This is an optimization exercise on Yosys and OpenROAD, whose aim is small area, not a production implementation. Only simulation tests tie the RTL to the original design; equivalence was not proved. Power figures rest on the tool's default switching activity, not on a simulated workload.

==> flow/design.v, too long to show whole: its modules and the start of the top module <==
// module Monster_state_calculator: 83 lines
// module VGA_selector: 62 lines
// module VGA_generator: 23 lines
// module VGA_render: 8 lines
// module Seven_seg: 42 lines
// module Score_counter: 31 lines
// module Hero_state: 17 lines
// module State_machine: 105 lines
// module Sprite_roms: 1980 lines
// module fury: 132 lines
module fury(clk, rst, power, btn, game_tick, move, pace, scan, bg_data,
            segment, an, vsync, hsync, vga_R, vga_G, vga_B, Led, bg_addr);
  // ...
==> flow/flow/run.sh <==
#!/bin/bash
# The standard layout (standard.sh), except that:
# - synthesis maps the logic with an area-oriented ABC script (flow/area.abc:
#   &deepsyn, then area-oriented &nf mapping)
#   in place of ORFS's speed script; everything else, including the
#   registers, is the standard synthesis;
# - the buffers that placement puts on every input and output port are
#   sky130_fd_sc_hd__buf_1 (BUFFER_PORTS_ARGS of ORFS's buffer_ports call).
set -euo pipefail
W=$(pwd)
export FLOW_SYNTH_TCL=$W/synth_recipe.tcl
export AREA_ABC_SCRIPT=$W/flow/area.abc
export BUFFER_PORTS_ARGS="-buffer_cell sky130_fd_sc_hd__buf_1"
bash standard.sh SYNTH_SCRIPT=$W/flow/area_synth.tcl "BUFFER_PORTS_ARGS=$BUFFER_PORTS_ARGS" finish > standard.log 2>&1
==> flow/flow/area.abc <==
strash
&get -n
&deepsyn -T 600
&dch -f
&nf -R 1000 -p -E 100 -F 8 -A 8
&put
topo
stime -c
==> flow/flow/area_synth.tcl <==
# The standard flow's synthesis script (synth_recipe.tcl), with yosys's abc pass given
# the ABC script flow/area.abc instead of ORFS's mapping script.
proc abc {args} {
  set i [lsearch $args -script]
  if {$i >= 0} {
    set args [lreplace $args $i [expr {$i + 1}] -script $::env(AREA_ABC_SCRIPT)]
  }
  yosys abc {*}$args
}
source $::env(FLOW_SYNTH_TCL)
==> flow/standard.sh <==
#!/bin/bash
# synth_recipe.tcl (not shown) runs the flow's synth.tcl, then flattens the netlist and writes it again
# the make line also repeats each setting of config.mk as NAME=value (left out here)
make -C /OpenROAD-flow-scripts/flow DESIGN_CONFIG=/design/flow/config.mk WORK_HOME=/design/flow/orfs CLKGATE_MAP_FILE= SYNTH_SCRIPT=/design/flow/synth_recipe.tcl "${@:-finish}"
==> flow/config.mk <==
export PLATFORM = sky130hd
export DESIGN_NAME = fury
export DESIGN_NICKNAME = fury
export VERILOG_FILES = /design/flow/design.v
export SDC_FILE = /design/flow/constraint.sdc
export NUM_CORES = 4
export LEC_CHECK = 0
export CAP_MARGIN = 20
export CORE_MARGIN = 2
export CORE_UTILIZATION = 20
export CTS_BUF_LIST = sky130_fd_sc_hd__clkbuf_8
export CTS_CLUSTER_SIZE = 10
export PLACE_DENSITY = 0.3
export SLEW_MARGIN = 20
==> flow/constraint.sdc <==
create_clock -name core_clock -period 20.0 [get_ports {clk}]
set_input_delay 4.0000 -clock core_clock [delete_from_list [all_inputs] [get_ports {clk}]]
set_output_delay 4.0000 -clock core_clock [all_outputs]
set_load 0.01 [all_outputs]
==> out/summary.txt, run 1 <==
H-tree levels: 4
Clock Latency Late Sink: 0.56 ns
Post-synth EDFFs: 18
Hold Slack: 0.4064 ns
Post-DP Area: 21840 um^2
Cell type taking the most area: multi-input combinational cells
Syn Area/Cell: 6.750 um^2
Power, Total: 0.9482 mW
Slew Limit Fails: 0
F_max: 97.31 MHz
Worst reg2reg path depth: 23
Post-CTS resize count: 0
Num CTS Buffers: 17
Sequential element share of the synthesized area: 18.18%
Via density: 6.221
Final setup fails: 0
Complex-gate fraction of the synthesized area: 40.54%
Grt ovf: 0
Hold Vio Cnt, Final: 0
Setup TNS: 0 ns
Antenna diodes: 3
Status: timing/DRC/antenna clean
M1 GR Usage: 35.61%
Pre-Repair DR Iteration Count: 8
CP endpoint: selector.RGB[5]
DRT iter0 DRCs: 3457
Hold path depth: 0
Die area: 98300 um^2
Most common cell on crit path: nand2_1
Share of cells above drive strength 1: 5.532%
ClkCell Share: 1.849%
First-pass GRT wire length: 193200 um
Synth Area in Simple Gates: 29.81%
Chip height: 313.5 um
==> module Monster_state_calculator, before the edit <==
module Monster_state_calculator(x_cnt, y_cnt, oc0, oc1, oc2, dir0, dir1, offset, monster_up_on, monster_down_on, monster_left_on, monster_right_on);
    input wire [9: 0] x_cnt, y_cnt;
    input wire oc0, oc1;
    input wire [3: 0] oc2;
    input wire [1: 0] dir0, dir1;
    output wire [9: 0] offset;
    output wire monster_up_on, monster_down_on, monster_left_on, monster_right_on;
    parameter
        Y_DOWN_0 = 47,
        Y_DOWN_1 = 67,
        Y_DOWN_2 = 87,
        Y_UP_0 = 167,
        Y_UP_1 = 147,
        Y_UP_2 = 127,
        Y_HORI = 105,
        X_VERT = 73,
        X_LEFT_0 = 131,
        X_LEFT_1 = 111,
        X_LEFT_2 = 91,
        X_RIGHT_0 = 14,
        X_RIGHT_1 = 34,
        X_RIGHT_2 = 54,
        MONS_W = 20,
        MONS_H = 21;
    function in_x(input [9: 0] xc, input integer x);
        in_x = (xc >= 299 + 2 * x) && (xc < 299 + 2 * (x + MONS_W));
    endfunction
    function in_y(input [9: 0] yc, input integer y);
        in_y = (yc >= 31 + 2 * y) && (yc < 31 + 2 * (y + MONS_H));
    endfunction
    wire [3: 0] d0, d1;
    assign d0 = {dir0 == 2'd3, dir0 == 2'd2, dir0 == 2'd1, dir0 == 2'd0};
    assign d1 = {dir1 == 2'd3, dir1 == 2'd2, dir1 == 2'd1, dir1 == 2'd0};
    wire in_v = in_x(x_cnt, X_VERT);
    wire in_h = in_y(y_cnt, Y_HORI);
    wire up0 = oc0 && d0[0] && in_v && in_y(y_cnt, Y_UP_0);
    wire up1 = oc1 && d1[0] && in_v && in_y(y_cnt, Y_UP_1);
    wire up2 = oc2[0] && in_v && in_y(y_cnt, Y_UP_2);
    wire dn0 = oc0 && d0[1] && in_v && in_y(y_cnt, Y_DOWN_0);
    wire dn1 = oc1 && d1[1] && in_v && in_y(y_cnt, Y_DOWN_1);
    wire dn2 = oc2[1] && in_v && in_y(y_cnt, Y_DOWN_2);
    wire lf0 = oc0 && d0[2] && in_h && in_x(x_cnt, X_LEFT_0);
    wire lf1 = oc1 && d1[2] && in_h && in_x(x_cnt, X_LEFT_1);
    wire lf2 = oc2[2] && in_h && in_x(x_cnt, X_LEFT_2);
    wire rt0 = oc0 && d0[3] && in_h && in_x(x_cnt, X_RIGHT_0);
    wire rt1 = oc1 && d1[3] && in_h && in_x(x_cnt, X_RIGHT_1);
    wire rt2 = oc2[3] && in_h && in_x(x_cnt, X_RIGHT_2);
    assign monster_up_on = up0 | up1 | up2;
    assign monster_down_on = dn0 | dn1 | dn2;
    assign monster_left_on = lf0 | lf1 | lf2;
    assign monster_right_on = rt0 | rt1 | rt2;
    wire vert = monster_up_on | monster_down_on;
    wire hori = monster_left_on | monster_right_on;
    function [4: 0] off_x(input [9: 0] xc, input integer x);
        reg [9: 0] t;
        begin
            t = xc - (299 + 2 * x);
            off_x = t[5: 1];
        end
    endfunction
    function [4: 0] off_y(input [9: 0] yc, input integer y);
        reg [9: 0] t;
        begin
            t = yc - (31 + 2 * y);
            off_y = t[5: 1];
        end
    endfunction
    wire [4: 0] x_monster = ({5{vert}} & off_x(x_cnt, X_VERT)) |
        ({5{lf0}} & off_x(x_cnt, X_LEFT_0)) |
        ({5{lf1}} & off_x(x_cnt, X_LEFT_1)) |
        ({5{lf2}} & off_x(x_cnt, X_LEFT_2)) |
        ({5{rt0}} & off_x(x_cnt, X_RIGHT_0)) |
        ({5{rt1}} & off_x(x_cnt, X_RIGHT_1)) |
        ({5{rt2}} & off_x(x_cnt, X_RIGHT_2));
    wire [4: 0] y_monster = ({5{hori}} & off_y(y_cnt, Y_HORI)) |
        ({5{up0}} & off_y(y_cnt, Y_UP_0)) |
        ({5{up1}} & off_y(y_cnt, Y_UP_1)) |
        ({5{up2}} & off_y(y_cnt, Y_UP_2)) |
        ({5{dn0}} & off_y(y_cnt, Y_DOWN_0)) |
        ({5{dn1}} & off_y(y_cnt, Y_DOWN_1)) |
        ({5{dn2}} & off_y(y_cnt, Y_DOWN_2));
    assign offset = {y_monster, x_monster};
endmodule
==> module VGA_selector, before the edit <==
module VGA_selector(clk, rst, alive, pace, pressing, state_hero, x_cnt, y_cnt, data_bg, addr_bg, offset, mon_addr, monster_up_on, monster_down_on, monster_left_on, monster_right_on, m_up, m_down, m_hor, t_up, t_down, t_hor, hero_img, hero_y, hero_x, hero_pix, t_hero, RGB);
    input wire clk, rst, alive, pace, pressing;
    input wire [1: 0] state_hero;
    input wire [9: 0] x_cnt, y_cnt;
    input wire [7: 0] data_bg;
    output wire [15: 0] addr_bg;
    input wire [9: 0] offset;
    output reg [9: 0] mon_addr;
    input wire monster_up_on, monster_down_on, monster_left_on, monster_right_on;
    input wire [7: 0] m_up, m_down, m_hor, hero_pix;
    input wire t_up, t_down, t_hor, t_hero;
    output wire [2: 0] hero_img;
    output wire [4: 0] hero_y, hero_x;
    output reg [7: 0] RGB;
    reg [15: 0] addr_r;
    wire x297 = (x_cnt == 10'd297);
    wire x298 = (x_cnt == 10'd298);
    wire step = !x_cnt[0] && (x_cnt >= 10'd300) && (x_cnt <= 10'd626);
    wire [15: 0] addr_inc = x297 ? (y_cnt[0] ? 16'd256 : 16'd91) :
                            x298 ? 16'hff01 : {15'b0, step};
    always @(posedge clk) begin
        if (x298 && y_cnt == 10'd31)
            addr_r <= 16'd0;
        else
            addr_r <= addr_r + addr_inc;
    end
    assign addr_bg = addr_r;
    wire bg_x = (x_cnt >= 10'd299) && (x_cnt < 10'd629);
    wire draw = bg_x && (y_cnt >= 10'd32) && (y_cnt < 10'd511);
    wire hero_in = (x_cnt >= 10'd443) && (x_cnt < 10'd485) && (y_cnt >= 10'd255) && (y_cnt < 10'd293);
    wire [9: 0] hxp = x_cnt - 10'd444;
    wire [9: 0] hyp = y_cnt - 10'd255;
    assign hero_x = hxp[5: 1];
    assign hero_y = hyp[5: 1];
    assign hero_img = pressing ? {1'b1, state_hero} : {2'b00, ~pace};
    wire monster_on = monster_up_on | monster_down_on | monster_left_on | monster_right_on;
    reg [7: 0] pix;
    always @* begin
        if (alive && monster_on) begin
            if (monster_up_on && !t_up)
                pix = m_up;
            else if (monster_down_on && !t_down)
                pix = m_down;
            else if ((monster_left_on || monster_right_on) && !t_hor)
                pix = m_hor;     
            else
                pix = data_bg;
        end
        else if (hero_in && !t_hero)
            pix = hero_pix;
        else
            pix = data_bg;
    end
    always @(posedge clk) begin
        if (rst || !draw)
            RGB <= 8'b0;
        else
            RGB <= pix;
    end
    always @(posedge clk)
        mon_addr <= offset;
endmodule
==> module VGA_generator, before the edit <==
module VGA_generator(clk, rst, hsync, vsync, x_cnt, y_cnt);
    input wire clk, rst;
    output wire vsync, hsync;
    output reg [9: 0] x_cnt, y_cnt;
    always @(posedge clk) begin
        if (rst)
            x_cnt <= 0;
        else if (x_cnt == 10'd799)
            x_cnt <= 0;
        else
            x_cnt <= x_cnt + 1;
    end
    always @(posedge clk) begin
        if (rst)
            y_cnt <= 0;
        else if (y_cnt == 10'd520)
            y_cnt <= 0;
        else if (x_cnt == 10'd799)
            y_cnt <= y_cnt + 1;
    end
    assign hsync = (x_cnt >= 10'd96);
    assign vsync = (y_cnt >= 10'd2);
endmodule
==> module State_machine, before the edit <==
module State_machine(clk, rst, game_tick, clk_move, state_hero, power, pressing, alive, oc0, oc1, oc2, dir0, dir1, kill_pulse);
    input wire clk, rst, game_tick, clk_move, power, pressing;
    input wire [1: 0] state_hero;
    output reg alive;
    output wire oc0, oc1;           
    output wire [3: 0] oc2;         
    output reg [1: 0] dir0, dir1;
    output reg kill_pulse;          
    parameter
        MONSTERS = 12;
    reg [2: 0] mc [MONSTERS - 1: 0];
    reg [31: 0] cnt;
    reg [8: 0] cnt_attack;
    reg [1: 0] attack;
    reg toggle, toggled, pressed, moved, attacking, power_d, die;
    wire [1: 0] random = {cnt[10], cnt[9]};
    wire [11: 0] resurrect = {cnt[20], cnt[23], cnt[10], cnt[2], cnt[9], cnt[15], cnt[3], cnt[12], cnt[5], cnt[31], cnt[29], cnt[0]};
    wire mv = clk_move && !moved;
    wire [1: 0] kdir = attack ^ 2'b01;
    wire [MONSTERS - 1: 0] is0, is1;
    wire [MONSTERS - 1: 0] is2 [3: 0];
    genvar i;
    generate
        for (i = 0; i < MONSTERS; i = i + 1) begin : g
            assign is0[i] = (mc[i] == 3'b001);
            assign is1[i] = (mc[i] == 3'b010);
            assign is2[0][i] = (mc[i] == 3'b100);
            assign is2[1][i] = (mc[i] == 3'b101);
            assign is2[2][i] = (mc[i] == 3'b110);
            assign is2[3][i] = (mc[i] == 3'b111);
            wire st = |mc[i];
            wire kill = attacking && mc[i][2] && (mc[i][1: 0] == kdir);
            always @(posedge clk) begin
                if (rst)
                    mc[i] <= 3'b000;
                else if (game_tick) begin
                    if (mv && !st && resurrect[i])
                        mc[i] <= 3'b001;
                    else if (st && (!alive || kill))
                        mc[i] <= 3'b000;
                    else if (mv) begin
                        if (mc[i] == 3'b001)
                            mc[i] <= 3'b010;
                        else if (mc[i] == 3'b010)
                            mc[i] <= {1'b1, dir1};
                    end
                end
            end
        end
    endgenerate
    assign oc0 = |is0;
    assign oc1 = |is1;
    assign oc2 = {|is2[3], |is2[2], |is2[1], |is2[0]};
    always @(posedge clk) begin
        if (rst) begin
            power_d <= 1'b0;
            toggle <= 1'b0;
        end else begin
            power_d <= power;
            if (power && !power_d)
                toggle <= ~toggle;
        end
    end
    wire start_attack = alive && pressing && !pressed;
    always @(posedge clk) begin
      if (rst) begin
        cnt <= 0;
        alive <= 0;
        toggled <= 0;
        attacking <= 0;
        moved <= 0;
      end else if (game_tick) begin
        moved <= clk_move;
        if (pressing)
            cnt <= cnt + 233;
        else
            cnt <= cnt + 1;
        toggled <= toggle;
        if (toggled != toggle)
            alive <= ~alive;
        else
            alive <= ~die & alive;
        if (start_attack)
            attacking <= 1;
        else if (alive && attacking && cnt_attack == 500)
            attacking <= 0;
      end
    end
    always @(posedge clk) begin
      if (game_tick) begin
        die <= (alive & die) | (mv & (|oc2));
        kill_pulse <= attacking & oc2[kdir];
        if (mv) begin
            dir0 <= random;
            dir1 <= dir0;
        end
        pressed <= pressing;
        if (start_attack) begin
            attack <= state_hero;
            cnt_attack <= 0;
        end else if (alive && attacking && cnt_attack != 500)
            cnt_attack <= cnt_attack + 1;
      end
    end
endmodule
==> inputs of run 2 (changes only) <==
--- a/flow/design.v
+++ b/flow/design.v
@@ -23,9 +23,17 @@
         MONS_W = 20,
         MONS_H = 21;
+    function ge(input [9: 0] a, input [9: 0] k);
+        integer j;
+        begin
+            ge = 1'b1;
+            for (j = 0; j < 10; j = j + 1)
+                ge = k[j] ? (a[j] & ge) : (a[j] | ge);
+        end
+    endfunction
     function in_x(input [9: 0] xc, input integer x);
-        in_x = (xc >= 299 + 2 * x) && (xc < 299 + 2 * (x + MONS_W));
+        in_x = ge(xc, 299 + 2 * x) && !ge(xc, 299 + 2 * (x + MONS_W));
     endfunction
     function in_y(input [9: 0] yc, input integer y);
-        in_y = (yc >= 31 + 2 * y) && (yc < 31 + 2 * (y + MONS_H));
+        in_y = ge(yc, 31 + 2 * y) && !ge(yc, 31 + 2 * (y + MONS_H));
     endfunction
     wire [3: 0] d0, d1;
@@ -52,15 +60,28 @@
     wire vert = monster_up_on | monster_down_on;
     wire hori = monster_left_on | monster_right_on;
+    function [5: 0] sub6(input [9: 0] a, input [9: 0] k);
+        reg [5: 0] nk;
+        reg c;
+        integer j;
+        begin
+            nk = ~k[5: 0];
+            c = 1'b1;
+            for (j = 0; j < 6; j = j + 1) begin
+                sub6[j] = a[j] ^ nk[j] ^ c;
+                c = (a[j] & nk[j]) | (c & (a[j] ^ nk[j]));
+            end
+        end
+    endfunction
     function [4: 0] off_x(input [9: 0] xc, input integer x);
-        reg [9: 0] t;
+        reg [5: 0] t;
         begin
-            t = xc - (299 + 2 * x);
+            t = sub6(xc, 299 + 2 * x);
             off_x = t[5: 1];
         end
     endfunction
     function [4: 0] off_y(input [9: 0] yc, input integer y);
-        reg [9: 0] t;
+        reg [5: 0] t;
         begin
-            t = yc - (31 + 2 * y);
+            t = sub6(yc, 31 + 2 * y);
             off_y = t[5: 1];
         end
@@ -96,8 +117,40 @@
     output wire [4: 0] hero_y, hero_x;
     output reg [7: 0] RGB;
+    function ge(input [9: 0] a, input [9: 0] k);
+        integer j;
+        begin
+            ge = 1'b1;
+            for (j = 0; j < 10; j = j + 1)
+                ge = k[j] ? (a[j] & ge) : (a[j] | ge);
+        end
+    endfunction
+    function [5: 0] sub6(input [9: 0] a, input [9: 0] k);
+        reg [5: 0] nk;
+        reg c;
+        integer j;
+        begin
+            nk = ~k[5: 0];
+            c = 1'b1;
+            for (j = 0; j < 6; j = j + 1) begin
+                sub6[j] = a[j] ^ nk[j] ^ c;
+                c = (a[j] & nk[j]) | (c & (a[j] ^ nk[j]));
+            end
+        end
+    endfunction
+    function [15: 0] add16(input [15: 0] a, input [15: 0] b);
+        reg c;
+        integer j;
+        begin
+            c = 1'b0;
+            for (j = 0; j < 16; j = j + 1) begin
+                add16[j] = a[j] ^ b[j] ^ c;
+                c = (a[j] & b[j]) | (c & (a[j] ^ b[j]));
+            end
+        end
+    endfunction
     reg [15: 0] addr_r;
     wire x297 = (x_cnt == 10'd297);
     wire x298 = (x_cnt == 10'd298);
-    wire step = !x_cnt[0] && (x_cnt >= 10'd300) && (x_cnt <= 10'd626);
+    wire step = !x_cnt[0] && ge(x_cnt, 10'd300) && !ge(x_cnt, 10'd627);
     wire [15: 0] addr_inc = x297 ? (y_cnt[0] ? 16'd256 : 16'd91) :
                             x298 ? 16'hff01 : {15'b0, step};
@@ -106,12 +159,12 @@
             addr_r <= 16'd0;
         else
-            addr_r <= addr_r + addr_inc;
+            addr_r <= add16(addr_r, addr_inc);
     end
     assign addr_bg = addr_r;
-    wire bg_x = (x_cnt >= 10'd299) && (x_cnt < 10'd629);
-    wire draw = bg_x && (y_cnt >= 10'd32) && (y_cnt < 10'd511);
-    wire hero_in = (x_cnt >= 10'd443) && (x_cnt < 10'd485) && (y_cnt >= 10'd255) && (y_cnt < 10'd293);
-    wire [9: 0] hxp = x_cnt - 10'd444;
-    wire [9: 0] hyp = y_cnt - 10'd255;
+    wire bg_x = ge(x_cnt, 10'd299) && !ge(x_cnt, 10'd629);
+    wire draw = bg_x && ge(y_cnt, 10'd32) && !ge(y_cnt, 10'd511);
+    wire hero_in = ge(x_cnt, 10'd443) && !ge(x_cnt, 10'd485) && ge(y_cnt, 10'd255) && !ge(y_cnt, 10'd293);
+    wire [5: 0] hxp = sub6(x_cnt, 10'd444);
+    wire [5: 0] hyp = sub6(y_cnt, 10'd255);
     assign hero_x = hxp[5: 1];
     assign hero_y = hyp[5: 1];
@@ -148,4 +201,23 @@
     output wire vsync, hsync;
     output reg [9: 0] x_cnt, y_cnt;
+    function [9: 0] inc10(input [9: 0] a);
+        reg c;
+        integer j;
+        begin
+            c = 1'b1;
+            for (j = 0; j < 10; j = j + 1) begin
+                inc10[j] = a[j] ^ c;
+                c = a[j] & c;
+            end
+        end
+    endfunction
+    function ge(input [9: 0] a, input [9: 0] k);
+        integer j;
+        begin
+            ge = 1'b1;
+            for (j = 0; j < 10; j = j + 1)
+                ge = k[j] ? (a[j] & ge) : (a[j] | ge);
+        end
+    endfunction
     always @(posedge clk) begin
         if (rst)
@@ -154,5 +226,5 @@
             x_cnt <= 0;
         else
-            x_cnt <= x_cnt + 1;
+            x_cnt <= inc10(x_cnt);
     end
     always @(posedge clk) begin
@@ -162,8 +234,8 @@
             y_cnt <= 0;
         else if (x_cnt == 10'd799)
-            y_cnt <= y_cnt + 1;
+            y_cnt <= inc10(y_cnt);
     end
-    assign hsync = (x_cnt >= 10'd96);
-    assign vsync = (y_cnt >= 10'd2);
+    assign hsync = ge(x_cnt, 10'd96);
+    assign vsync = ge(y_cnt, 10'd2);
 endmodule
 module VGA_render(RGB, vga_R, vga_G, vga_B);
@@ -329,4 +401,25 @@
     end
     wire start_attack = alive && pressing && !pressed;
+    wire [31: 0] cnt_k = pressing ? 32'd233 : 32'd1;
+    reg [31: 0] cnt_next;
+    reg [8: 0] cnt_attack_next;
+    reg cy;
+    integer j;
+    always @* begin
+        cy = 1'b0;
+        for (j = 0; j < 32; j = j + 1) begin
+            cnt_next[j] = cnt[j] ^ cnt_k[j] ^ cy;
+            cy = (cnt[j] & cnt_k[j]) | (cy & (cnt[j] ^ cnt_k[j]));
+        end
+    end
+    reg ca;
+    integer m;
+    always @* begin
+        ca = 1'b1;
+        for (m = 0; m < 9; m = m + 1) begin
+            cnt_attack_next[m] = cnt_attack[m] ^ ca;
+            ca = cnt_attack[m] & ca;
+        end
+    end
     always @(posedge clk) begin
       if (rst) begin
@@ -338,8 +431,5 @@
       end else if (game_tick) begin
         moved <= clk_move;
-        if (pressing)
-            cnt <= cnt + 233;
-        else
-            cnt <= cnt + 1;
+        cnt <= cnt_next;
         toggled <= toggle;
         if (toggled != toggle)
@@ -366,5 +456,5 @@
             cnt_attack <= 0;
         end else if (alive && attacking && cnt_attack != 500)
-            cnt_attack <= cnt_attack + 1;
+            cnt_attack <= cnt_attack_next;
       end
     end
--- a/flow/flow/run.sh
+++ b/flow/flow/run.sh
@@ -5,4 +5,6 @@
 #   in place of ORFS's speed script; everything else, including the
 #   registers, is the standard synthesis;
+# - synthesis does not extract full and half adders (ADDER_MAP_FILE empty),
+#   so ABC maps the adders with the rest of the logic;
 # - the buffers that placement puts on every input and output port are
 #   sky130_fd_sc_hd__buf_1 (BUFFER_PORTS_ARGS of ORFS's buffer_ports call).
@@ -12,3 +14,3 @@
 export AREA_ABC_SCRIPT=$W/flow/area.abc
 export BUFFER_PORTS_ARGS="-buffer_cell sky130_fd_sc_hd__buf_1"
-bash standard.sh SYNTH_SCRIPT=$W/flow/area_synth.tcl "BUFFER_PORTS_ARGS=$BUFFER_PORTS_ARGS" finish > standard.log 2>&1
+bash standard.sh SYNTH_SCRIPT=$W/flow/area_synth.tcl ADDER_MAP_FILE= "BUFFER_PORTS_ARGS=$BUFFER_PORTS_ARGS" finish > standard.log 2>&1
==> out/summary.txt, run 2 <==
Setup bufs post-CTS: 0
Slowest cell on crit path: nor3_1
Synth cell types: 72
IO Count: 66
Min cycle time layout: 10.42 ns
Fin area: 20770 um^2
Antenna violations before repair: 4
Final setup fails: 0 (unchanged)
Slew Limit Fails: 0 (unchanged)
Crit path max fanout: 45
Worst rel slew slack: 19.72%
Largest net degree at the start of global routing: 56
CP Data Required Time: 20.40 ns
Final setup skew: 0.02188 ns
Num CTS Buffers: 17 (unchanged)
Slew @ Worst Pin: 1.200 ns
F_max: 96.00 MHz (-1.3%)
CTS Buffer Depth: 2
Setup TNS: 0 ns (unchanged)
Main synth FF type: dfxtp_1
Pre-Repair DR Iteration Count: 8 (unchanged)
Status: timing/DRC/antenna clean
Total core area: 86890 um^2
CTS tree: yes
Most common cell on crit path: nand2_1
Synth Instances: 2643
Number of max-cap violations: 0
Area of the mapped netlist: 17570 um^2
Top Registers: state_machine.mc (36), state_machine.cnt (32)
WL/cell: 33.12 um
RSZ-0062 raised after global routing: no
Gpl congestion: 1.052
Startpoint types: input pin
Tot GR Track Use: 28.68%
Post-CTS resize count: 0 (unchanged)
Top cells by area, synth: dfxtp_1, a21oi_1, nor2_1, o21ai_0, nand2_1
Post-DP Area: 20300 um^2 (-7.1%)
Crit. End Element: flip-flop
Fin nets: 2872
Post-CTS Hold Buffers: 0
Clock Latency Late Sink: 0.55 ns (about the same)
Final wirelength: 133300 um
Reg clk slew, reported paths: 0.09 ns
Final HPWL DP: 96670 um
Commonest non-fill, non-tap cells in the layout: nor2_1, nand2_1, a21oi_1
Biggest cell delay along the critical path: 0.55 ns
Worst VDD drop: 0.00004696 V
Sequential element share of the synthesized area: 19.83% (+1.7 points)
Ys Warns: 8
Power, Total: 0.9517 mW (+0.37%)
Vias: 25510
DRT iter0 DRCs: 3107 (-10%)
CP Data Arrival Time: 10.82 ns
Post-synth EDFFs: 18 (unchanged)
Chip height: 300.4 um (-4.2%)
Clock root cell: clkbuf_8
H-tree levels: 4 (unchanged)
Hold Path Class: reg2reg
I/O Buffers: 57
Reg with most FFs: state_machine.mc
Share of cells above drive strength 1: 7.016% (+1.5 points)
PwrDens: 45.81 nW/um^2
Leakage Power: 6.547 nW
Count leader, synth: nor2_1
Synth top area share: 16.75%
FP Rows: 108
Grt ovf: 0 (unchanged)
First-pass GRT wire length: 188000 um (-2.7%)
Hold Vio Cnt, Final: 0 (unchanged)
Via density: 6.340 (+1.9%)
Async set-reset flop share out of synthesis: 0%
Number of flip-flops in the largest register: 36
Yosys reg bits: 165
Die area: 90220 um^2 (-8.2%)
Post-synth top cells: nor2_1, nand2_1, a21oi_1
Part of the cycle the worst path needs: 52.08%
WS Path Type: in2reg
DR DRC count: 0
Final ANT Viol Nets: 0
P&R area growth vs syn: 18.26%
Clk sink count: 165
Vias in the first global route: 24440
Die X-Extent: 300.4 um
Area leader, netlist: dfxtp_1
Starting Density: 20.22%
Syn Area/Cell: 6.647 um^2 (-1.5%)
Leading cell type in the layout, fill and taps excluded: nor2_1
## run 2: changes by cell type after synthesis, moves of 10 or more
cell,delta
a21oi_1,-42
nor3_1,+18
ha_1,-92
a221oi_1,-10
nand2_1,-76
o221ai_1,-11
nand2b_1,+13
a21boi_0,-10
and2_0,+23
nand4_1,+15
o21ai_0,+16
clkinv_1,-28
and3_1,-16
## run 2: logic make-up after synthesis
| group | count (synthesis) | share of synthesized area (%) |
|---|---|---|
| compound gates | 1111 | 41.66 |
| flops | 165 | 19.83 |
| xor+xnor | 52 | 2.593 |
| other cells | 2 | 0.04275 |
| fa+ha+maj | 1 | 0.05698 |
| buf+inv | 66 | 1.603 |
| simple gates | 1236 | 33.35 |
| mux | 10 | 0.8690 |
## run 2: final timing paths
path	from	end	slack, ns	depth (start not counted)
worst max-delay path	btn[0]	selector.RGB[7]	9.58	29
worst min-delay path	state_machine.kill_pulse	score_counter.pulse_d	0.43	0
worst max register to register	generator.y_cnt[1]	selector.RGB[0]	11.92	28
worst min register to register	state_machine.kill_pulse	score_counter.pulse_d	0.43	0
## run 2: cell type report
type                            instances  area, um^2
Inverter                               57       214.0
Multi-Input combinational cell       2418       13910
Timing Repair Buffer                  193        1237
Sequential cell                       165        3493
Antenna cell                            4       10.01
Fill cell                            9872       66110
Clock inverter                         15       225.2
Tap cell                             1155        1445
Clock buffer                           17       234.0
## run 2: critical path: cells and delay by family
family | cells | cell delay [ns]
simple gates | 11 | 2.93
compound gates | 13 | 2.65
buf+inv | 3 | 0.81
xor+xnor | 2 | 0.40
## run 2: metal layers
metal | vias up | wire length (um) | GRT usage, %
met2 | 1643 | 56520 | 43.32
met4 | 0 | 9720 | 18.45
li1 | 10890 | - | -
met5 | - | 0 | 0
met1 | 12490 | 55330 | 37.24
met3 | 494 | 11680 | 5.541
## run 2: per-stage QoR
stage	hold WS, ns	setup WS, ns	instances	utilization, %
final	0.4294	9.584	4024	23.91
after global routing	0.4425	9.209	4021	23.90
after CTS	0.4312	9.945	4020	23.90
after detailed placement	0.4082	9.314	3988	23.37
after global placement	0.3793	9.210	3988	23.37
after floorplan	0.3626	8.560	2649	-
## run 2: report_power, final
group	internal (mW)	total [mW]	leakage [nW]	switching, mW
registers	0.340	0.353	1.36	0.0128
clock network	0.150	0.297	0.233	0.147
logic	0.0746	0.302	4.95	0.227
==> inputs of run 3 (changes only) <==
==> flow/flow/area.abc (replaced) <==
strash
&get -n
&deepsyn -T 900
&dch -f
&nf -R 1000 -p -E 100 -F 8 -A 8
&put
topo
stime -c
==> out/summary.txt, run 3 <==
Num CTS Buffers: 17 (unchanged)
Yosys reg bits: 165 (unchanged)
Gpl congestion: 1.028 (-2.3%)
Crit. End Element: flip-flop
Commonest non-fill, non-tap cells in the layout: nor2_1, nand2_1, a21oi_1
Leakage Power: 6.521 nW (-0.39%)
Largest net degree at the start of global routing: 53 (-5.4%)
Status: timing/DRC/antenna clean
Post-CTS resize count: 0 (unchanged)
Final HPWL DP: 90280 um (-6.6%)
Async set-reset flop share out of synthesis: 0% (unchanged)
Via density: 6.289 (-0.81%)
Area of the mapped netlist: 17200 um^2 (-2.1%)
FF/Latch Area: 3491 um^2 (about the same)
Total core area: 85150 um^2 (-2.0%)
Post-synth EDFFs: 18 (unchanged)
First-pass GRT wire length: 177200 um (-5.8%)
Clk sink count: 165 (unchanged)
CTS tree: yes
Cell Count, Final, Fillers Out: 3955 (-1.7%)
Final setup fails: 0 (unchanged)
Startpoint types: input pin
Tot GR Track Use: 27.01% (-1.7 points)
Post-CTS Hold Buffers: 0 (unchanged)
H-tree levels: 4 (unchanged)
FP Rows: 107 (-0.93%)
Starting Density: 20.20% (about the same)
Slew Limit Fails: 0 (unchanged)
Number of flip-flops in the largest register: 36 (unchanged)
Crit path max fanout: 48 (+6.7%)
Pre-Repair DR Iteration Count: 6 (-2)
Share of cells above drive strength 1: 5.836% (-1.2 points)
GR Util met2: 39.98% (-3.3 points)
Fin nets: 2817 (-1.9%)
Gr busiest metal: met2
Clock root cell: clkbuf_8
Top cells by area, synth: dfxtp_1, a21oi_1, nor2_1, nand2_1, o21ai_0
Die area: 88370 um^2 (-2.1%)
WL/cell: 31.48 um (-4.9%)
Post-DP Area: 19730 um^2 (-2.8%)
Synth top area share: 17.11% (+0.36 points)
Main synth FF type: dfxtp_1
DR DRC count: 0 (unchanged)
Fin area: 20180 um^2 (-2.8%)
Worst VDD drop: 0.00003991 V (-15%)
M1 GR Usage: 35.73% (-1.5 points)
Reg with most FFs: state_machine.mc
Area leader, netlist: dfxtp_1
Setup bufs post-CTS: 0 (unchanged)
Vias: 24870 (-2.5%)
Setup TNS: 0 ns (unchanged)
Hold Path Class: reg2reg
Synth cell types: 71 (-1.4%)
WS Path Type: in2reg
Worst rel slew slack: 19.29% (-0.43 points)
Die X-Extent: 297.3 um (-1.0%)
F_max: 95.90 MHz (-0.11%)
Reg clk slew, reported paths: 0.11 ns (+0.02 ns)
Final setup skew: 0.02076 ns (-0.001124 ns)
Count leader, synth: nor2_1
Slew @ Worst Pin: 1.206 ns (+0.006408 ns)
Post-synth top cells: nor2_1, nand2_1, a21oi_1
Syn Area/Cell: 6.588 um^2 (-0.88%)
P&R area growth vs syn: 17.33%
Vias in the first global route: 23510 (-3.8%)
Met3 Use GR: 6.135% (+0.59 points)
Multi-input logic area: 13510 um^2 (-2.9%)
Placed cells: 3922 (-1.7%)
# fillers: 9822 (-0.51%)
PwrDens: 49.15 nW/um^2 (+7.3%)
CP Data Required Time: 20.44 ns (+0.04 ns)
CP Data Arrival Time: 10.87 ns (+0.05 ns)
Chip height: 297.3 um (-1.0%)
Sequential element share of the synthesized area: 20.25% (+0.42 points)
DRT iter0 DRCs: 3735 (+20%)
Clock Latency Late Sink: 0.55 ns (about the same)
Ys Warns: 8 (unchanged)
Grt ovf: 0 (unchanged)
Leading cell type in the layout, fill and taps excluded: nor2_1
Number of max-cap violations: 0 (unchanged)
Final ANT Viol Nets: 0 (unchanged)
Min cycle time layout: 10.43 ns (+0.01127 ns)
CTS Buffer Depth: 2 (unchanged)
Part of the cycle the worst path needs: 52.14% (+0.056 points)
Hold Vio Cnt, Final: 0 (unchanged)
IO Count: 66 (unchanged)
Top Registers: state_machine.mc (36), state_machine.cnt (32)
I/O Buffers: 57 (unchanged)
RSZ-0062 raised after global routing: no
Antenna violations before repair: 5 (+1)
Final wirelength: 124500 um (-6.6%)
Synth Instances: 2611 (-1.2%)
[run 3: cell count changes in the layout (fill, tap and decap cells not counted), moves of 8 or more]
cell / previous run / this run
o21ai_0: 242 / 229
nor2b_1: 56 / 42
a22oi_1: 31 / 18
xor2_1: 16 / 26
clkinv_1: 57 / 66
nor3b_1: 17 / 9
o31ai_1: 35 / 26
o22ai_1: 41 / 51
buf_4: 136 / 112
nor2_1: 344 / 368
nand4_1: 38 / 28
a211oi_1: 39 / 47
[run 3: cell type report]
cell class | count | area share, %
flip-flops and latches | 165 | 17.30
inverters | 66 | 1.228
diodes | 1 | 0.01240
clock inverters | 15 | 0.9857
well taps | 1144 | 7.092
multi-input cells | 2377 | 66.94
clock buffers | 17 | 1.159
repair buffers | 170 | 5.288
[run 3: through the flow]
step / setup slack [ns] / power [mW] / utilization, % / hold slack, ns
2_1_floorplan: 9.479 / 0.5500 / - / 0.3626
3_3_place_gp: 9.250 / 0.7129 / 23.16 / 0.4339
4_1_cts: 9.927 / 0.9921 / 23.68 / 0.4291
6_report: 9.573 / 0.9920 / 23.70 / 0.4182
5_1_grt: 9.092 / 1.038 / 23.70 / 0.4290
3_5_place_dp: 9.326 / 0.7005 / 23.17 / 0.4305
[run 3: critical path: stages]
cell      delay, ns
buf_1          0.16
xor2_1         0.25
xnor2_2        0.14
buf_4          0.35
nor2_1         0.14
a21o_2         0.33
buf_4          0.37
nor2_1         0.71
a21oi_1        0.35
o311ai_0       0.60
nor2_1         0.08
o41ai_1        0.40
a21oi_1        0.13
o21ai_0        0.63
nand2_1        0.31
o21ai_0        0.50
clkinv_1       0.13
o21ai_0        0.26
o221ai_1       0.17
a221oi_1       0.41
o21ai_0        0.19
a21oi_1        0.16
nor2_1         0.06
[run 3: path summary, 6_finish.rpt]
path / end / startpoint / cells after the start / slack, ns
hold / removal: score_counter.pulse_d / state_machine.kill_pulse / 0 / 0.42
setup / recovery: selector.RGB[7] / btn[0] / 23 / 9.57
setup reg to reg: selector.RGB[1] / generator.y_cnt[2] / 32 / 11.19
hold reg to reg: score_counter.pulse_d / state_machine.kill_pulse / 0 / 0.42
[run 3: metal layers]
layer  vias up  share of wire, %  wire length (um)
met1     12130                42             52370
met2      1627                42             52040
met4         2               6.9              8571
met5         -             0.010                13
met3       464               9.2             11510
li1      10650                 -                 -
[run 3: logic make-up (layout without fill, tap and decap cells)]
group / Yosys count / in the layout / share of synthesized area [%]
simple gates: 1219 / 1219 / 33.07
compound gates: 1083 / 1083 / 41.32
flops: 165 / 165 / 20.25
buf+inv: 75 / 268 / 1.833
xor+xnor: 59 / 59 / 3.004
mux: 6 / 6 / 0.3637
fa+ha+maj: 2 / 2 / 0.1164
other cells: 2 / 9 / 0.04366
[run 3: power by group]
part | leakage (nW) | switching (mW) | internal, mW
Combinational | 4.94 | 0.268 | 0.0915
Sequential | 1.36 | 0.0110 | 0.341
Clock | 0.222 | 0.153 | 0.127
==> inputs of run 4 (changes only) <==
==> flow/flow/area.abc (replaced) <==
strash
&get -n
&deepsyn -T 600
&dch -f
&nf -R 1000 -p -E 100 -F 8 -A 8
&put
topo
stime -c
--- a/flow/config.mk
+++ b/flow/config.mk
@@ -9,6 +9,4 @@
 export CORE_MARGIN = 2
 export CORE_UTILIZATION = 20
-export CTS_BUF_LIST = sky130_fd_sc_hd__clkbuf_8
-export CTS_CLUSTER_SIZE = 10
 export PLACE_DENSITY = 0.3
 export SLEW_MARGIN = 20
==> out/summary.txt, run 4 <==
Status: timing/DRC/antenna clean
Main synth FF type: dfxtp_1
Antenna violations before repair: 2 (-3)
Sequential element share of the synthesized area: 19.83% (-0.42 points)
Vias: 25570 (+2.8%)
Ys Warns: 8 (unchanged)
Post-synthesis mux area share: 0.8689% (+0.51 points)
Starting Density: 20.22% (about the same)
Count leader, synth: nor2_1
Post-CTS Hold Buffers: 0 (unchanged)
Hold Path Class: reg2reg
Part of the cycle the worst path needs: 52.52% (+0.38 points)
DR DRC count: 0 (unchanged)
Power, Total: 1.016 mW (+2.4%)
PwrDens: 48.52 nW/um^2 (-1.3%)
Num CTS Buffers: 17 (unchanged)
H-tree levels: 4 (unchanged)
Slowest cell on crit path: nor3_1
Final HPWL DP: 96670 um (+7.1%)
Largest family of logic cells by synthesized area: compound AO/OA/AOI/OAI gates
Slew @ Worst Pin: 1.160 ns (-0.04603 ns)
Syn Area/Cell: 6.647 um^2 (+0.89%)
Crit. End Element: flip-flop
I/O Buffers: 57 (unchanged)
Complex-gate fraction of the synthesized area: 41.66% (+0.34 points)
Min cycle time layout: 10.50 ns (+0.07636 ns)
Pre-Repair DR Iteration Count: 7 (+1)
Gpl congestion: 1.052 (+2.3%)
FP Rows: 108 (+0.93%)
Yosys reg bits: 165 (unchanged)
Worst VDD drop: 0.00006564 V (+64%)
Setup TNS: 0 ns (unchanged)
Synth top area share: 16.75% (-0.36 points)
Clock Latency Late Sink: 0.48 ns (-0.07 ns)
Biggest cell delay along the critical path: 0.55 ns (-0.16 ns)
Post-synth top cells: nor2_1, nand2_1, a21oi_1
Die area: 90220 um^2 (+2.1%)
Total core area: 86890 um^2 (+2.0%)
Synth cell types: 72 (+1.4%)
Top cells by area, synth: dfxtp_1, a21oi_1, nor2_1, o21ai_0, nand2_1
Number of flip-flops in the largest register: 36 (unchanged)
Vias in the first global route: 24460 (+4.1%)
Area of the mapped netlist: 17570 um^2 (+2.1%)
RSZ-0062 raised after global routing: no
Post-synth EDFFs: 18 (unchanged)
P&R area growth vs syn: 19.19%
CTS tree: yes
First-pass GRT wire length: 188200 um (+6.2%)
F_max: 95.20 MHz (-0.73%)
Placed cells: 3988 (+1.7%)
Setup bufs post-CTS: 0 (unchanged)
Startpoint types: input pin
Slew Limit Fails: 0 (unchanged)
Number of max-cap violations: 0 (unchanged)
Fin area: 20940 um^2 (+3.7%)
# fillers: 9854 (+0.33%)
Chip height: 300.4 um (+1.0%)
Reg clk slew, reported paths: 0.06 ns (-0.05 ns)
Tot GR Track Use: 28.71% (+1.7 points)
Synth Instances: 2643 (+1.2%)
WL/cell: 33.13 um (+5.3%)
Commonest non-fill, non-tap cells in the layout: nor2_1, nand2_1, a21oi_1
IO Count: 66 (unchanged)
WS Path Type: in2reg
Area leader, netlist: dfxtp_1
Leading cell type in the layout, fill and taps excluded: nor2_1
Final setup fails: 0 (unchanged)
CTS Buffer Depth: 2 (unchanged)
Via density: 6.360 (+1.1%)
Post-CTS resize count: 0 (unchanged)
Cell Count, Final, Fillers Out: 4021 (+1.7%)
Hold Vio Cnt, Final: 0 (unchanged)
Crit path max fanout: 45 (-6.3%)
Clk sink count: 165 (unchanged)
Most common cell on crit path: nand2_1
Final setup skew: 0.01383 ns (-0.006924 ns)
Final wirelength: 133200 um (+7.0%)
Worst rel slew slack: 20.65% (+1.4 points)
Fin nets: 2872 (+2.0%)
CP Data Required Time: 20.34 ns (-0.10 ns)
Synth Area in Simple Gates: 33.35% (+0.28 points)
Leakage Power: 6.618 nW (+1.5%)
Reg with most FFs: state_machine.mc
Die X-Extent: 300.4 um (+1.0%)
Share of cells above drive strength 1: 7.016% (+1.2 points)
Top Registers: state_machine.mc (36), state_machine.cnt (32)
Clock root cell: clkbuf_16
CP Data Arrival Time: 10.84 ns (-0.03 ns)
Synth Area in XOR/XNOR: 2.593% (-0.41 points)
Largest net degree at the start of global routing: 56 (+5.7%)
Post-Synth Adder-Cell Area: 0.05698% (-0.059 points)
Grt ovf: 0 (unchanged)
Final ANT Viol Nets: 0 (unchanged)
Post-DP Area: 20300 um^2 (+2.9%)
Async set-reset flop share out of synthesis: 0% (unchanged)
DRT iter0 DRCs: 3230 (-14%)
-- run 4: final cells by class --
| type | count | area [um^2] | area share (%) |
|---|---|---|---|
| tap | 1155 | 1445 | 6.902 |
| clock buffer | 23 | 533.0 | 2.546 |
| antenna | 1 | 2.502 | 0.01195 |
| clock inverter | 9 | 97.59 | 0.4661 |
| multi-input combinational | 2418 | 13910 | 66.46 |
| timing repair buffer | 193 | 1237 | 5.910 |
| sequential | 165 | 3493 | 16.68 |
| inverter | 57 | 214.0 | 1.022 |
-- run 4: cell families after synthesis --
kind of cell | count (synthesis)
adder cells (fa/ha/maj) | 1
multiplexers | 10
buffers and inverters | 66
other | 2
flip-flops | 165
XOR/XNOR | 52
AND/OR/NAND/NOR | 1236
AO/OA/AOI/OAI | 1111
-- run 4: worst max-delay path, delay by kind of cell --
kind | cells | cell delay, ns
AO/OA/AOI/OAI | 13 | 2.64
AND/OR/NAND/NOR | 11 | 2.94
XOR/XNOR | 2 | 0.40
buffers and inverters | 3 | 0.81
-- run 4: through the flow --
step | utilization, % | worst slack [ns] | hold slack (ns)
after floorplan | - | 8.560 | 0.3626
final | 24.10 | 9.496 | 0.4215
after global placement | 23.37 | 9.210 | 0.3793
after CTS | 24.09 | 9.844 | 0.4245
after global routing | 24.09 | 9.124 | 0.4346
after detailed placement | 23.37 | 9.314 | 0.4082
-- run 4: worst paths after layout --
check	from	end	slack, ns	cells past startpoint
setup / recovery	btn[0]	selector.RGB[7]	9.50	29
hold / removal	state_machine.kill_pulse	score_counter.pulse_d	0.42	0
setup reg to reg	generator.y_cnt[1]	selector.RGB[0]	11.95	28
hold reg to reg	state_machine.kill_pulse	score_counter.pulse_d	0.42	0
-- run 4: power breakdown --
part	switching (mW)	internal [mW]	total, mW
clock	0.157	0.204	0.361
sequential	0.0128	0.340	0.353
combinational	0.227	0.0746	0.302
total	0.397	0.619	1.02
-- run 4: layer usage --
metal | routed length (um) | global-route usage (%)
met1 | 55240 | 37.25
met2 | 56640 | 43.31
met3 | 11660 | 5.772
met4 | 9681 | 18.29
met5 | 0 | 0

## static timing again, ports no longer ideal
No port has a modelled driver above. Below, the same layouts with a new extraction and two added sets of constraints. Step 1, drivers: a clkbuf_16 drives clk and a buf_2 each remaining input, both assumed. Step 2 moves the port delays by t, midway between the first and last clock arrival at a register: inputs arrive t later, outputs are due t later. That takes back most of the time a late clock gives input paths. Three values: ideal, step 1, step 2; two values: the first two.
run	t (ns)	setup slack, ns	worst register clock-pin slew, ns
run 1	0.605	9.724 / 9.759 / 9.154	0.11 / 0.11
run 2	0.598	9.584 / 9.616 / 9.018	0.11 / 0.11
run 3	0.601	9.573 / 9.604 / 9.003	0.11 / 0.11
run 4	0.535	9.496 / 9.530 / 8.995	0.08 / 0.08
After both steps setup and hold are still met in every run listed.
